Source: an optimization exercise on an open RTL-to-GDS flow (aim: small area, a short achievable clock period and few clock cycles per item). Production flows keep margins and buffers that such runs may drop.
The RTL was checked by simulation tests, not by an equivalence proof against the original design.
Power is estimated from default activity; no workload was simulated.

## build 19
// top
module top(
    input clk,
    input rst_n,
    input start,
    input Clr,
    output [191:0] C,
    output done,
    output [31:0] mem_address,
    output mem_read,
    input [63:0] mem_readdata,
    input mem_readdatavalid,
    input mem_waitrequest
);
    logic       run;        
    logic       rd_q;       
    logic [3:0] addr;       
    logic       have_b;     
    logic       done_q;
    logic       l_full;     
    logic       r_busy;     
    logic [1:0] r_cnt;      
    logic [2:0] rotcnt;     
    logic       a_v, a_first, a_last;   
    logic       b_last;     
    logic       u_acc0, u_acc1, u_rs;   
    wire accept = rd_q & ~mem_waitrequest;
    wire row_v  = mem_readdatavalid & have_b;
    wire b_v    = mem_readdatavalid & ~have_b;
    wire r_end  = r_busy & (r_cnt == 2'd3);
    wire r_take_l  = r_end & l_full;
    wire r_take_rd = row_v & (~r_busy | (r_end & ~l_full));
    wire l_load    = row_v & ~r_take_rd;
    wire rot    = b_last;
    logic [3:0] addr_n;
    logic       l_full_n;
    always_comb begin
        addr_n = accept ? addr + 4'd1 : addr;
        l_full_n = l_load | (l_full & ~r_take_l);
    end
    always_ff @(posedge clk, negedge rst_n) begin
        if (!rst_n) begin
            run <= 1'b0;
            rd_q <= 1'b0;
            addr <= 4'd0;
            have_b <= 1'b0;
            done_q <= 1'b0;
            l_full <= 1'b0;
            r_busy <= 1'b0;
            r_cnt <= 2'd0;
            rotcnt <= 3'd0;
            a_v <= 1'b0;
            a_first <= 1'b0;
            a_last <= 1'b0;
            b_last <= 1'b0;
            u_acc0 <= 1'b0;
            u_acc1 <= 1'b0;
            u_rs <= 1'b0;
        end else begin
            if (start) begin
                run <= 1'b1;
                rd_q <= 1'b1;
                addr <= 4'd0;
                have_b <= 1'b0;
                done_q <= 1'b0;
                rotcnt <= 3'd0;
            end else begin
                addr <= addr_n;
                if (!run) done_q <= 1'b1;
                rd_q <= run & (addr_n != 4'd9)
                      & (~l_full_n | (r_busy & (r_cnt == 2'd2) & ~r_take_rd));
  ...
Size: ~300 I/O pins, about 0.023 sq mm of cells after synthesis.
clock: 6.0 ns
lec_check: 0
cap_margin: 20
core_margin: 2
core_utilization: 40
cts_cluster_diameter: 80
cts_cluster_size: 25
setup_slack_margin: 3.5
slew_margin: 20
standard.sh (not shown) runs the stock make flow with config.mk's settings and CLKGATE_MAP_FILE= SYNTH_SCRIPT=/design/flow/synth_recipe.tcl, a recipe that flattens the netlist after the stock synthesis.
==> flow/flow/run.sh <==
#!/bin/bash
# The standard layout (the standard.sh), with sky130_fd_sc_hd__buf_1 as
# the buffer that buffer_ports puts on every input and output port.
set -o pipefail
export BUFFER_PORTS_ARGS="-buffer_cell sky130_fd_sc_hd__buf_1"
bash standard.sh 2>&1 | tee standard.log
The final layout from build 19, which completed every stage, passed the timing, DRC and antenna checks at the end of the flow.
Testbench counts of build 19, summed over its fixed seeds: cycles 11,161, items 192.
> inputs changed (build 19 -> build 96)
--- a/flow/config.mk
+++ b/flow/config.mk
@@ -11,3 +11,3 @@
-export CTS_CLUSTER_DIAMETER = 80
-export CTS_CLUSTER_SIZE = 25
-export SETUP_SLACK_MARGIN = 3.5
+export CTS_CLUSTER_DIAMETER = 100
+export CTS_CLUSTER_SIZE = 30
+export SETUP_SLACK_MARGIN = 3.8
Findings:
- Clock period minus final worst setup slack, build 96 and build 19, lower one = build 96.
- NOTE: final worst slack in build 96 exceeds that of build 19
- Area added between synthesis and finish: lower on build 19
- Maximum fanout count along the critical path came out exactly the same in build 96 and build 19.
- Instance area after placement ended up about 1.1% higher on build 96 than on build 19.
- Build 19 → build 96: via count shows an increase of 1180; fraction of standard cell area in multi-input logic decreased by 4.0 points relative to the old numbers; fraction of met1 tracks used by global routing went up 1.6 points; hold buffer count at cts did not really move.
Edits applied to the flow inputs when going from build 96 to build 78:
--- a/flow/config.mk
+++ b/flow/config.mk
@@ -7,0 +8 @@
+export ABC_AREA = 1
@@ -13 +14 @@
-export SETUP_SLACK_MARGIN = 3.8
+export SETUP_SLACK_MARGIN = 3.5
Notes after the runs:
Diff build 96 -> build 78: count of vias placed by the detailed router went up by 2108; total wire length after detailed routing now larger; via count of the first global-routing pass went up 1313. Measured against each other, build 78 and build 96 differ in share of power burned in combinational logic, the higher figure coming from build 96. Of build 78 and build 96, it is build 78 that has the lower non-clock buffer count. Across both runs, setup slack was higher for build 78 than for build 96.
diff inputs: build 78 => build 52
--- a/flow/config.mk
+++ b/flow/config.mk
@@ -8 +7,0 @@
-export ABC_AREA = 1
==> comparison <==
Comparing build 52 and build 78, the higher fraction of layout cells with a size suffix above 1 was measured on build 52. | fmax | lower: build 52 |. Detailed route, build 52 vs build 78: via total lower for build 52. The run showing the smaller switching power share of the total is build 52. The cell area of build 52 and that of build 78 are within noise of each other. On build 52: synthesized cell count is about 25% lower than what build 78 gave. From build 78 to build 52 the numbers moved as follows: non-filler instance count after layout has decreased; clock tree buffer count of the final layout fell by about 3.3%.
The following lists how build 80 was set up differently from build 52:
--- a/flow/config.mk
+++ b/flow/config.mk
@@ -10 +10 @@
-export CORE_UTILIZATION = 40
+export CORE_UTILIZATION = 60
Results
Build 80 vs. build 52: period utilization went up by 0.97 points.
Build 52 consumes more power than build 80.
Higher worst-case setup margin in the final layout was reported by build 52, not build 80.
STATUS internal power component: build 80 wins against build 52
The timing startpoint of the critical path comes out rs_s[1] in one run and rs_c[1] in the other, namely in build 80 and build 52 respectively.
Build 80 has filler-free cell count of the finished design below what build 52 had.

== cedar ==
top, a different RTL version from the one above (not shown whole).
Size: roughly 530 flip-flops, ~300 I/O pins, roughly 23000 sq um of cells after synthesis.
// top
module top(
    input clk,
    input rst_n,
    input start,
    input Clr,
    output [191:0] C,
    output done,
    output [31:0] mem_address,
    output mem_read,
    input [63:0] mem_readdata,
    input mem_readdatavalid,
    input mem_waitrequest
);
==> flow/config.mk <==
export PLATFORM = sky130hd
export DESIGN_NAME = top
export DESIGN_NICKNAME = top
export VERILOG_FILES = /design/flow/design.v
export SDC_FILE = /design/flow/constraint.sdc
export NUM_CORES = 4
export LEC_CHECK = 0
export CAP_MARGIN = 20
export CORE_MARGIN = 2
export CORE_UTILIZATION = 50
export CTS_BUF_LIST = sky130_fd_sc_hd__clkbuf_8 sky130_fd_sc_hd__clkbuf_16
export CTS_CLUSTER_DIAMETER = 100
export CTS_CLUSTER_SIZE = 30
export SETUP_SLACK_MARGIN = 3.5
export SLEW_MARGIN = 20
==> flow/constraint.sdc <==
create_clock -name core_clock -period 6.0 [get_ports {clk}]
set_input_delay 1.2000 -clock core_clock [delete_from_list [all_inputs] [get_ports {clk}]]
set_output_delay 1.2000 -clock core_clock [all_outputs]
set_load 0.01 [all_outputs]
Scripts as last shown in full above: flow/flow/run.sh
Testbench counts of cedar, summed over its fixed seeds: cycles 11,161, items 192.
Inputs modified between cedar and nickel:
# cedar
export LEC_CHECK = 0
export CAP_MARGIN = 20
export CORE_MARGIN = 2
export CORE_UTILIZATION = 50
export CTS_BUF_LIST = sky130_fd_sc_hd__clkbuf_8 sky130_fd_sc_hd__clkbuf_16
export CTS_CLUSTER_DIAMETER = 100
export CTS_CLUSTER_SIZE = 30
export SETUP_SLACK_MARGIN = 3.5
export SLEW_MARGIN = 20
create_clock -name core_clock -period 6.0 [get_ports {clk}]
# nickel
export LEC_CHECK = 0
export CAP_MARGIN = 20
export CORE_MARGIN = 2
export CORE_UTILIZATION = 40
export CTS_CLUSTER_DIAMETER = 100
export CTS_CLUSTER_SIZE = 30
export SETUP_SLACK_MARGIN = 3.6
export SLEW_MARGIN = 20
create_clock -name core_clock -period 6.0 [get_ports {clk}]
--- outcome ---
- Routed wire in nickel totals more than in cedar.
- Comparing nickel and cedar, the lower sequential share of layout area was measured on nickel.
- [compare] base=cedar new=nickel: share of the clock period used by the worst path now smaller; met3 layer usage reported by global route saw little to no change.
Changes in maple relative to nickel:
# nickel
export LEC_CHECK = 0
export CAP_MARGIN = 20
export CORE_MARGIN = 2
export CORE_UTILIZATION = 40
export CTS_CLUSTER_DIAMETER = 100
export CTS_CLUSTER_SIZE = 30
export SETUP_SLACK_MARGIN = 3.6
export SLEW_MARGIN = 20
create_clock -name core_clock -period 6.0 [get_ports {clk}]
# maple
export LEC_CHECK = 0
export ABC_AREA = 1
export CAP_MARGIN = 20
export CORE_MARGIN = 2
export CORE_UTILIZATION = 40
export CTS_CLUSTER_DIAMETER = 100
export CTS_CLUSTER_SIZE = 30
export SETUP_SLACK_MARGIN = 3.5
export SLEW_MARGIN = 20
create_clock -name core_clock -period 6.0 [get_ports {clk}]
maple has leakage power summed over all cells above what nickel had. Looking at nickel and maple, the sequential share of layout area is a wash. Changes observed in maple relative to nickel: inverter count of the layout excluding clock inverters rose by 191; HPWL after detailed placement rose by 11000 um; flip-flop and latch count neither gained nor lost much. Number of standard cells in the final layout excluding fillers went up by more than 10% going from nickel to maple.
Modified inputs, pepper compared to maple
# maple
export LEC_CHECK = 0
export ABC_AREA = 1
export CAP_MARGIN = 20
export CORE_MARGIN = 2
export CORE_UTILIZATION = 40
export CTS_CLUSTER_DIAMETER = 100
export CTS_CLUSTER_SIZE = 30
export SETUP_SLACK_MARGIN = 3.5
export SLEW_MARGIN = 20
create_clock -name core_clock -period 6.0 [get_ports {clk}]
# pepper
export LEC_CHECK = 0
export CAP_MARGIN = 20
export CORE_MARGIN = 2
export CORE_UTILIZATION = 40
export CTS_CLUSTER_DIAMETER = 100
export CTS_CLUSTER_SIZE = 30
export SETUP_SLACK_MARGIN = 3.5
export SLEW_MARGIN = 20
create_clock -name core_clock -period 6.0 [get_ports {clk}]
==> comparison <==
| global-route usage | pepper vs maple | 3.3 points lower |. Total area of sequential cells: maple vs pepper — no meaningful difference. From maple to pepper the numbers moved as follows: non-clock buffer count rose by 20; maximum frequency shrank by 0.0043 GHz; pin count of the biggest net entering global routing decreased 73; core utilization now sits higher; shortest clock period the worst path allows after layout higher.

## separate check: timing with driven ports
Ports are ideal in the flow. The routed layouts listed here were re-timed in OpenROAD. Step 1 assumes that a clkbuf_16 drives the clock port and a buf_2 every other input. Step 2 also shifts input and output timing later by t, the mid clock arrival at the registers, as if the neighbouring blocks saw the same clock. a / b / c = no drivers / after step 1 / after step 2; a / b = the first two.
| run | shift t [ns] | setup WS [ns] | worst slew at a driven data input, ns |
|---|---|---|---|
| build 19 | 0.655 | 3.489 / 3.489 / 2.938 | 0.07 |
| build 96 | 0.644 | 3.527 / 3.527 / 3.292 | 0.07 |
| build 78 | 0.646 | 3.540 / 3.481 / 3.080 | 0.12 |
| build 52 | 0.637 | 3.507 / 3.494 / 3.021 | 0.06 |
| build 80 | 0.615 | 3.449 / 3.449 / 3.020 | 0.09 |
| cedar | 0.613 | 3.501 / 3.495 / 2.983 | 0.06 |
| nickel | 0.611 | 3.538 / 3.538 / 3.128 | 0.09 |
| maple | 0.641 | 3.527 / 3.466 / 3.078 | 0.06 |
| pepper | 0.628 | 3.500 / 3.499 / 3.058 | 0.10 |
After both steps every run listed still meets setup and hold. The setup slack of build 19, which loses most, moves by 0.000 ns with the drivers and by -0.551 ns with both steps.
